Source: an optimization exercise on an open RTL-to-GDS flow (aim: small area and a short achievable clock period). Production flows keep margins and buffers that such runs may drop. RTL that was checked went through simulation tests only; none was proved equivalent to the original. No activity file was given, so power comes from the tool's default toggle rates.

## build 71
// mul16
module mul16(
    input clk,
    input logic[15:0] a,
    input logic[15:0] b,
    output logic[31:0] r
);
Size: ~830 cells after synthesis, roughly 110 flip-flops.
export LEC_CHECK = 0
export CAP_MARGIN = 20
export CORE_MARGIN = 2
export CORE_UTILIZATION = 40
export SLEW_MARGIN = 20
export SYNTH_HIERARCHICAL = 1
export SYNTH_MINIMUM_KEEP_SIZE = 0
create_clock -name core_clock -period 5.5 [get_ports {clk}]
run.sh (not shown) runs the stock make flow with config.mk's settings and CLKGATE_MAP_FILE= SYNTH_SCRIPT=/design/flow/synth_recipe.tcl, a recipe that flattens the netlist after the stock synthesis.
diff inputs: build 71 => build 36
Settings: SETUP_SLACK_MARGIN newly set to 2.6.
==> comparison <==
- Build 36 against build 71: sum of internal, switching and leakage power has increased, ratio of total power to cell area has increased, sequential fraction of total cell area has decreased, final non-filler cell area has increased.
- A library cell contributing the largest single delay on the critical path of sky130_fd_sc_hd__clkdlybuf4s50_1 is what build 71 shows, while sky130_fd_sc_hd__fa_1 belongs to build 36.
- Higher wire length among build 71 and build 36: build 36
- Clock skew across build 71 and build 36: no real change.

== build 73 ==
mul16, a different RTL version from the one above (not shown whole).
For scale: roughly 830 cells after synthesis, roughly 65 I/O pins, ~9000 um2 of cells after synthesis.
Settings: LEC_CHECK=0, CAP_MARGIN=20, CORE_MARGIN=2, CORE_UTILIZATION=40, CTS_BUF_LIST=sky130_fd_sc_hd__clkbuf_8, CTS_CLUSTER_SIZE=12, SETUP_SLACK_MARGIN=2.0, SLEW_MARGIN=20, SYNTH_HIERARCHICAL=1, SYNTH_MINIMUM_KEEP_SIZE=0; clock period 5.5 ns.
standard.sh (not shown) runs the stock make flow with config.mk's settings and CLKGATE_MAP_FILE= SYNTH_SCRIPT=/design/flow/synth_recipe.tcl, a recipe that flattens the netlist after the stock synthesis.
==> flow/flow/run.sh <==
#!/bin/bash
set -uo pipefail
here=$(pwd)
export BUFFER_PORTS_ARGS="-buffer_cell sky130_fd_sc_hd__buf_4"
export PRE_RESIZE_TCL="$here/flow/outbuf.tcl"
bash standard.sh > standard.log 2>&1
==> flow/flow/outbuf.tcl <==
# Sourced by ORFS's resize.tcl before repair_design: the buffer that buffer_ports put on
# each output port becomes a sky130_fd_sc_hd__buf_1.
set n 0
foreach port [get_ports -filter "direction==output"] {
  set net [get_nets [get_full_name $port]]
  foreach pin [get_pins -of_objects $net -filter "direction==output"] {
    set inst [get_cells -of_objects $pin]
    if {[get_property $inst ref_name] eq "sky130_fd_sc_hd__buf_4"} {
      replace_cell $inst sky130_fd_sc_hd__buf_1
      incr n
    }
  }
}
puts "outbuf.tcl: $n output buffers made buf_1"
What build 64 does differently from build 73 at the input level:
- SETUP_SLACK_MARGIN now 2.2, was 2.0
==> flow/flow/run.sh <==
#!/bin/bash
# The standard layout (the standard.sh, standard synthesis unchanged), except that
# the port buffers are sky130_fd_sc_hd__buf_2 cells instead of the resizer's default pick
# (a clkdlybuf4s50_1 delay cell). Every input and output port still gets its buffer.
set -uo pipefail
export BUFFER_PORTS_ARGS="-buffer_cell sky130_fd_sc_hd__buf_2"
bash standard.sh > standard.log 2>&1
removed: flow/flow/outbuf.tcl
Results
Every stage of the flow completed for build 73, and the final layout passed the timing, design-rule and antenna checks. Build 64 has completed all stages; timing, DRC and antenna checks passed. In terms of maximum resistive drop on vdd, build 73 and build 64 differ only marginally. Relative to build 73, sequential share of layout area decreased by 0.49 points in build 64. Internal power summed over all cells for build 64: 0.15 mW up relative to build 73. Against build 73, power in build 64 came out worse. There was hardly any difference in final-layout clock-cell area share between build 64 and build 73.
What build 95 does differently from build 64 at the input level:
- SETUP_SLACK_MARGIN now 2.0, was 2.2
==> flow/flow/run.sh <==
#!/bin/bash
set -uo pipefail
here=$(pwd)
export PRE_GLOBAL_PLACE_TCL="$here/flow/inbuf.tcl"
export BUFFER_PORTS_ARGS="-outputs -buffer_cell sky130_fd_sc_hd__buf_1"
bash standard.sh > standard.log 2>&1
==> flow/flow/inbuf.tcl (new file) <==
# Sourced by ORFS's global_place.tcl just before its buffer_ports call (which then buffers
# the outputs only): buffer the input ports with buf_4 cells.
buffer_ports -inputs -buffer_cell sky130_fd_sc_hd__buf_4
==> comparison <==
- The final reports for build 95 and build 64 show ratio of cells with drive above 1 in the final layout lower in the former.
- Build 95 vs build 64: final non-filler cell total down
- Build 95: PASS, flow complete, no timing, DRC or antenna violations
- Cell area | build 95 vs build 64 | build 95 smaller
- Compared to build 64, build 95 has final period utilization 0.86 points higher.
- Going from build 64 to build 95, number of global-route vias before repair down 188; sequential portion of the cell area up 1.1 points; worst-case hold slack up 0.0063 ns; share of final layout cell area taken by non-clock buffers down 2.3 points.
No functional check of the RTL was part of any run of this note.

## run 1
mul16, a different RTL version from the one above (not shown whole).
Size in the first run: roughly 820 cells after synthesis, about 65 I/O pins.
export LEC_CHECK = 0
export CAP_MARGIN = 20
export CORE_MARGIN = 2
export CORE_UTILIZATION = 35
export CTS_BUF_LIST = sky130_fd_sc_hd__clkbuf_8
export CTS_CLUSTER_SIZE = 12
export SETUP_SLACK_MARGIN = 2.15
export SLEW_MARGIN = 20
export SYNTH_HIERARCHICAL = 1
export SYNTH_MINIMUM_KEEP_SIZE = 0
create_clock -name core_clock -period 5.5 [get_ports {clk}]
==> flow/flow/run.sh <==
#!/bin/bash
set -uo pipefail
here=$(pwd)
export BUFFER_PORTS_ARGS="-buffer_cell sky130_fd_sc_hd__buf_4"
export PRE_RESIZE_TCL="$here/flow/outbuf.tcl"
bash standard.sh > standard.log 2>&1
==> flow/flow/outbuf.tcl <==
# Sourced by ORFS's resize.tcl before repair_design: the buffer that buffer_ports put on
# each output port becomes a sky130_fd_sc_hd__buf_1.
set n 0
foreach port [get_ports -filter "direction==output"] {
  set net [get_nets [get_full_name $port]]
  foreach pin [get_pins -of_objects $net -filter "direction==output"] {
    set inst [get_cells -of_objects $pin]
    if {[get_property $inst ref_name] eq "sky130_fd_sc_hd__buf_4"} {
      replace_cell $inst sky130_fd_sc_hd__buf_1
      incr n
    }
  }
}
puts "outbuf.tcl: $n output buffers made buf_1"
Relative to run 1, the following input files were edited for run 2:
Settings: a change of SETUP_SLACK_MARGIN from 2.15 to 2.0; a change of CORE_UTILIZATION from 35 to 30.
==> comparison <==
From run 1 to run 2 the numbers moved as follows: wire length of the first global-routing pass fell by 2.1%; synthesized area stayed essentially flat; area of all placed cells without fillers fell by 0.43%.
Input changes introduced in run 3 (baseline for comparison: run 2):
Settings: SETUP_SLACK_MARGIN now 1.0, was 2.0; CORE_UTILIZATION now 35, was 30.
==> summary.txt <==
- Every stage of the flow completed for run 3, and the final layout passed the timing, design-rule and antenna checks.
- Run 2 finished all stages; the layout is clean.
- Final instance area was lower in the run labelled run 3.
- The delay of the slowest critical-path stage of run 3 exceeds that of run 2 by 0.02 ns.
- Run 3: first-iteration detailed-routing DRC count is 2 higher than what run 2 reported.
- Number of detailed-routing iterations run before antenna repair came out exactly the same in run 2 and run 3.
- Going from run 2 to run 3, setup slack after placement shrinks by 0.23 ns.
The inputs of run 4 differ from those of run 3 as listed below.
Settings: SETUP_SLACK_MARGIN changed from 1.0 to 2.0.
--- outcome ---
- Comparing run 4 against run 3, there is no change at all in height of the die.
- Compared to run 3, run 4 has share of the cycle needed by the critical path after routing 5.1 points lower.
- Run 4 vs run 3, met3 wire length went up by 16%.
- In run 4, maximum number of pins on one net before global-route repair is higher than in run 3.
- Run 3 leaves less setup margin than run 4.
- Comparing layout-stage area growth over the synthesis result for run 3 and run 4, the bigger number came from run 4.
- Compared with run 3, run 4 shows post-route minimum period lower by 0.28 ns.
- Comparing run 3 against run 4, there is no change at all in count of flip-flops and latches.
- Run 4 against run 3: total power neither gained nor lost much; wire length picked up an extra 2.2%; clock-buffer cell count lost 1.

Another version of the RTL of mul16 (not shown whole).
For scale: ~810 cells after synthesis, about 65 I/O pins, ~0.0088 mm² of cells after synthesis.
==> flow/config.mk <==
export PLATFORM = sky130hd
export DESIGN_NAME = mul16
export DESIGN_NICKNAME = mul16
export VERILOG_FILES = /design/flow/design.v
export SDC_FILE = /design/flow/constraint.sdc
export NUM_CORES = 4
export LEC_CHECK = 0
export CAP_MARGIN = 20
export CORE_MARGIN = 2
export CORE_UTILIZATION = 35
export CTS_BUF_LIST = sky130_fd_sc_hd__clkbuf_4 sky130_fd_sc_hd__clkbuf_8
export CTS_CLUSTER_SIZE = 8
export SETUP_SLACK_MARGIN = 2.0
export SLEW_MARGIN = 20
export SYNTH_HIERARCHICAL = 1
export SYNTH_MINIMUM_KEEP_SIZE = 0
==> flow/constraint.sdc <==
create_clock -name core_clock -period 5.5 [get_ports {clk}]
set_input_delay 1.1000 -clock core_clock [delete_from_list [all_inputs] [get_ports {clk}]]
set_output_delay 1.1000 -clock core_clock [all_outputs]
set_load 0.01 [all_outputs]
Scripts as last shown in full above: flow/flow/run.sh, flow/flow/outbuf.tcl
The first run completed with no timing, DRC or antenna violations.
Change:
Settings changed: CORE_UTILIZATION 35 to 40, CTS_BUF_LIST sky130_fd_sc_hd__clkbuf_4 sky130_fd_sc_hd__clkbuf_8 to sky130_fd_sc_hd__clkbuf_8, CTS_CLUSTER_SIZE 8 to 12, SETUP_SLACK_MARGIN 2.0 to 2.5.
Utilization grows by 11 points.
First-iteration DRC count decreases slightly.
Power rises by a little under a tenth.
Final area is higher by about a fifth.
Hold slack is better by 0.014 ns.
Via count grows by a few percent.
Worst setup slack gets better by 0.10 ns.
Wire length goes up by a little under a tenth.
Non-clock buffer count rose by 46.
Sequential power stays flat.
Die area is lower by roughly a tenth.
Change:
Settings changed: SETUP_SLACK_MARGIN 2.5 to 2.0.
Result:
- The new run passed the timing, design-rule and antenna checks
- final cell count drops by a few percent
- via count drops by a few percent
- design area drops by roughly a tenth
- clock power drops by a few percent
- non-clock buffer count drops by 46
- critical path depth is unchanged
- first-iteration DRC count drops by about a fifth
- worst setup slack gets worse by 0.15 ns
- maximum frequency drops by a few percent
- wire length drops by roughly a tenth
- core utilization drops by 6.5 points
Change:
Settings changed: CORE_UTILIZATION 40 to 35.
Result:
- final area climbs by about 0.7%
- area after synthesis is unchanged
- wire length climbs by about 4.3%
- fmax grows by about 1.4%
- synthesized cell count is unchanged
- sequential share of layout area decreases by 0.15 points
- core utilization goes down by 4.6 points
- via count increases by 1.2%
- power came out higher by about 0.8%
- worst setup slack is better by 0.044 ns
Change:
Settings changed: CORE_UTILIZATION 35 to 45.
The new run passed the timing, design-rule and antenna checks.
Routed wire length went down by 1.3%.
Total power barely changes.
Non-clock buffer count is unchanged.
Change:
Settings changed: CORE_UTILIZATION 45 to 40, SETUP_SLACK_MARGIN 2.0 to 2.25.
=> Total power went up by about 3.6%. Sequential power barely changes. Utilization went down by 4.1 points. Routed wire length went up by about 0.9%. Flip-flop and latch count stays the same.

mul16, a different RTL version from the one above (not shown whole).
For scale: about 800 cells after synthesis.
==> flow/config.mk <==
export PLATFORM = sky130hd
export DESIGN_NAME = mul16
export DESIGN_NICKNAME = mul16
export VERILOG_FILES = /design/flow/design.v
export SDC_FILE = /design/flow/constraint.sdc
export NUM_CORES = 4
export LEC_CHECK = 0
export CAP_MARGIN = 20
export CORE_MARGIN = 2
export CORE_UTILIZATION = 40
export SETUP_SLACK_MARGIN = 2.0
export SLEW_MARGIN = 20
export SYNTH_HIERARCHICAL = 1
export SYNTH_MINIMUM_KEEP_SIZE = 0
==> flow/constraint.sdc <==
create_clock -name core_clock -period 5.5 [get_ports {clk}]
set_input_delay 1.1000 -clock core_clock [delete_from_list [all_inputs] [get_ports {clk}]]
set_output_delay 1.1000 -clock core_clock [all_outputs]
set_load 0.01 [all_outputs]
run.sh (not shown) runs the stock make flow with config.mk's settings and CLKGATE_MAP_FILE= SYNTH_SCRIPT=/design/flow/synth_recipe.tcl, a recipe that flattens the netlist after the stock synthesis.
Stock flow here: none of the scripts above is used.
The starting point went through all stages and came out clean.
Then changed:
==> flow/flow/run.sh (new file) <==
#!/bin/bash
# The standard layout (the standard.sh, standard synthesis unchanged), except that
# the port buffers are sky130_fd_sc_hd__buf_2 cells instead of the resizer's default pick
# (a clkdlybuf4s50_1 delay cell). Every input and output port still gets its buffer.
set -uo pipefail
export BUFFER_PORTS_ARGS="-buffer_cell sky130_fd_sc_hd__buf_2"
bash standard.sh > standard.log 2>&1
==> flow/standard.sh (new file) <==
#!/bin/bash
# synth_recipe.tcl (not shown) runs the flow's synth.tcl, then flattens the netlist and writes it again
# the make line also repeats each setting of config.mk as NAME=value (left out here)
make -C /OpenROAD-flow-scripts/flow DESIGN_CONFIG=/design/flow/config.mk WORK_HOME=/design/flow/orfs CLKGATE_MAP_FILE= SYNTH_SCRIPT=/design/flow/synth_recipe.tcl "${@:-finish}"
CTS_BUF_LIST = sky130_fd_sc_hd__clkbuf_4 sky130_fd_sc_hd__clkbuf_8   (was unset)
CTS_CLUSTER_SIZE = 10   (was unset)
removed: flow/run.sh
Area after synthesis is unchanged; via count went down by 2.3%; clock skew is about the same; hold slack gets better by 0.0060 ns.

oak:
Starting RTL as in the previous note.
==> flow/design.v (excerpt) <==
module mul16(
    input clk,
    input logic[15:0] a,
    input logic[15:0] b,
    output logic[31:0] r
);
Settings: LEC_CHECK=0, CAP_MARGIN=20, CORE_MARGIN=2, CORE_UTILIZATION=40, SETUP_SLACK_MARGIN=2.0, SLEW_MARGIN=20, SYNTH_HIERARCHICAL=1, SYNTH_MINIMUM_KEEP_SIZE=0; clock period 5.5 ns.
standard.sh (not shown) runs the stock make flow with config.mk's settings and CLKGATE_MAP_FILE= SYNTH_SCRIPT=/design/flow/synth_recipe.tcl, a recipe that flattens the netlist after the stock synthesis.
==> flow/flow/run.sh <==
#!/bin/bash
# The standard layout (the standard.sh, standard synthesis unchanged), except that
# the port buffers are sky130_fd_sc_hd__buf_1 cells instead of the resizer's default pick
# (a clkdlybuf4s50_1 delay cell). Every input and output port still gets its buffer.
set -uo pipefail
export BUFFER_PORTS_ARGS="-buffer_cell sky130_fd_sc_hd__buf_1"
bash standard.sh > standard.log 2>&1
oak did not stop at any stage, and its layout met the timing, design-rule and antenna checks.
Here is what was changed in the inputs of pine compared with oak.
Settings: setting CTS_CLUSTER_SIZE to 10 for the first time; setting CTS_BUF_LIST to sky130_fd_sc_hd__clkbuf_8 for the first time; changing SETUP_SLACK_MARGIN from 2.0 to 2.4.
==> flow/flow/run.sh <==
#!/bin/bash
# The standard layout (the standard.sh, standard synthesis unchanged), except that
# the port buffers are sky130_fd_sc_hd__buf_2 cells instead of the resizer's default pick
# (a clkdlybuf4s50_1 delay cell). Every input and output port still gets its buffer.
set -uo pipefail
export BUFFER_PORTS_ARGS="-buffer_cell sky130_fd_sc_hd__buf_2"
bash standard.sh > standard.log 2>&1
==> summary.txt <==
Looking at sequential share of layout area, pine sits 0.88 points lower than oak does.
pine: reg2reg setup slack is 0.06 ns higher than what oak reported.
Cmp pine vs oak: detailed route wirelength on metal3 higher in pine
Vias: pine more than oak
oak ended up with sky130_fd_sc_hd__fa_1 as its cell at the slowest stage of the critical path; pine ended up with sky130_fd_sc_hd__fa_2.
pine against oak; post-route standard cell area excluding fillers is up by a few percent.
NOTE placed wire-length estimate oak->pine decreased slightly
Edits applied to the flow inputs when going from pine to birch:
Settings: clearing CTS_CLUSTER_SIZE, which used to be 10; swapping 2.4 for 2.0 in SETUP_SLACK_MARGIN; clearing CTS_BUF_LIST, which used to be sky130_fd_sc_hd__clkbuf_8.
[summary]
- birch finished every step from synthesis to the final layout, and the layout passed the timing, design-rule and antenna checks.
- On birch: sequential fraction of design power is 2.0 points higher than what pine gave.
- In birch relative to pine, final wirelength had gone up slightly.
- Re global-route wire length before repair: birch is about 2.2% up on pine.
- Proportion of cell area occupied by multi-input gates: birch vs pine down 1.5 points
- NOTE: count of buffering cells on the critical path with inverters included in birch exceeds that of pine
The following lists how maple was set up differently from birch:
Settings: an added CTS_CLUSTER_SIZE of 12; an added CTS_BUF_LIST of sky130_fd_sc_hd__clkbuf_8.
Notes after the runs:
- Diff birch -> maple: shortest period the worst path allows -0.038 ns, via count now sits lower, routed metal-1 wire length grew by about 1%.
- Share of the clock period used by the worst path after layout for maple: 0.70 points down relative to birch
diff inputs: maple => cedar
Settings: CORE_UTILIZATION changed from 40 to 60.
Findings:
Comparing cedar and maple, the higher global-route wire length before repair is on maple. Delta (cedar minus maple): area after detailed placement now sits lower, die area now sits lower, final cell count now sits lower, maximum level of the CTS H-tree now sits at about the same level. NOTE: final cycle utilization of the critical path in cedar exceeds that of maple. Looking at library cell contributing the largest single delay on the critical path, the sky130_fd_sc_hd__fa_1 result is from maple; the sky130_fd_sc_hd__fa_2 one comes from cedar. Summary of cedar over maple: total power draw has increased, initial core utilization has increased. Final design area excluding fillers | cedar below maple. The final-layout worst hold slack of cedar and that of maple are within noise of each other. Measured against each other, cedar and maple differ in register-to-register slack, the lower figure coming from cedar.

==> static timing again, ports no longer ideal <==
In the flow no input, the clock included, has a driving cell. The finished layouts below were timed again as built, in two steps.
Step 1: set_driving_cell puts a clkbuf_16 on clk and a buf_2 on each other input, an assumption about the parent block.
Step 2, shift: input delay + t, output delay - t, t = (earliest + latest rising clock arrival at the registers) / 2. This alone moves slack from input paths to output paths.
a / b / c = no drivers / after step 1 / after step 2; a / b = the first two.
run	t, ns	slack for setup (ns)	worst setup path at the end	latest minus earliest clock arrival (ns)	worst register clock-pin slew, ns
build 71	0.398	1.403 / 1.424 / 1.026	input to register	0.011 / 0.011	0.08 / 0.08
build 36	0.407	2.043 / 2.043 / 1.990	input to register	0.013 / 0.013	0.08 / 0.08
build 73	0.437	2.125 / 2.124 / 1.913	input to register	0.018 / 0.018	0.12 / 0.12
build 64	0.424	2.254 / 2.275 / 1.851	input to register	0.009 / 0.009	0.11 / 0.11
build 95	0.423	2.206 / 2.183 / 1.759	input to register	0.016 / 0.015	0.11 / 0.11
run 1	0.422	2.231 / 2.246 / 1.823	input to register	0.023 / 0.023	0.11 / 0.11
run 2	0.426	2.217 / 2.216 / 1.790	input to register	0.018 / 0.019	0.12 / 0.12
run 3	0.421	1.981 / 1.983 / 1.562	input to register	0.013 / 0.013	0.11 / 0.11
run 4	0.430	2.260 / 2.269 / 1.839	input to register	0.019 / 0.019	0.11 / 0.11
the first run of note 4	0.426	2.242 / 2.252 / 1.826	input to register	0.017 / 0.016	0.11 / 0.11
the second run of note 4	0.427	2.344 / 2.256 / 1.829	input to register	0.021 / 0.021	0.12 / 0.12
the third run of note 4	0.429	2.198 / 2.198 / 1.821	input to register	0.013 / 0.013	0.11 / 0.11
the fourth run of note 4	0.426	2.242 / 2.252 / 1.826	input to register	0.017 / 0.016	0.11 / 0.11
the fifth run of note 4	0.415	2.226 / 2.229 / 1.814	input to register	0.011 / 0.011	0.10 / 0.10
the sixth run of note 4	0.429	2.298 / 2.300 / 1.871	input to register	0.016 / 0.016	0.11 / 0.11
the first run of note 5	0.403	2.033 / 2.052 / 1.649	input to register	0.014 / 0.013	0.09 / 0.09
the second run of note 5	0.436	2.189 / 2.170 / 1.734	input to register	0.018 / 0.018	0.12 / 0.12
oak	0.395	2.065 / 2.070 / 1.675	input to register	0.014 / 0.014	0.08 / 0.08
pine	0.438	2.208 / 2.208 / 2.034	input to register	0.021 / 0.021	0.12 / 0.12
birch	0.407	2.147 / 2.147 / 1.740	input to register	0.010 / 0.010	0.08 / 0.08
maple	0.434	2.185 / 2.168 / 1.734	input to register	0.019 / 0.019	0.12 / 0.12
cedar	0.435	2.161 / 2.161 / 1.752	input to register	0.012 / 0.013	0.11 / 0.11
After both steps setup and hold are still met in every run listed. The setup slack of the second run of note 4, which loses most, moves by -0.088 ns with the drivers and by -0.515 ns with both steps.
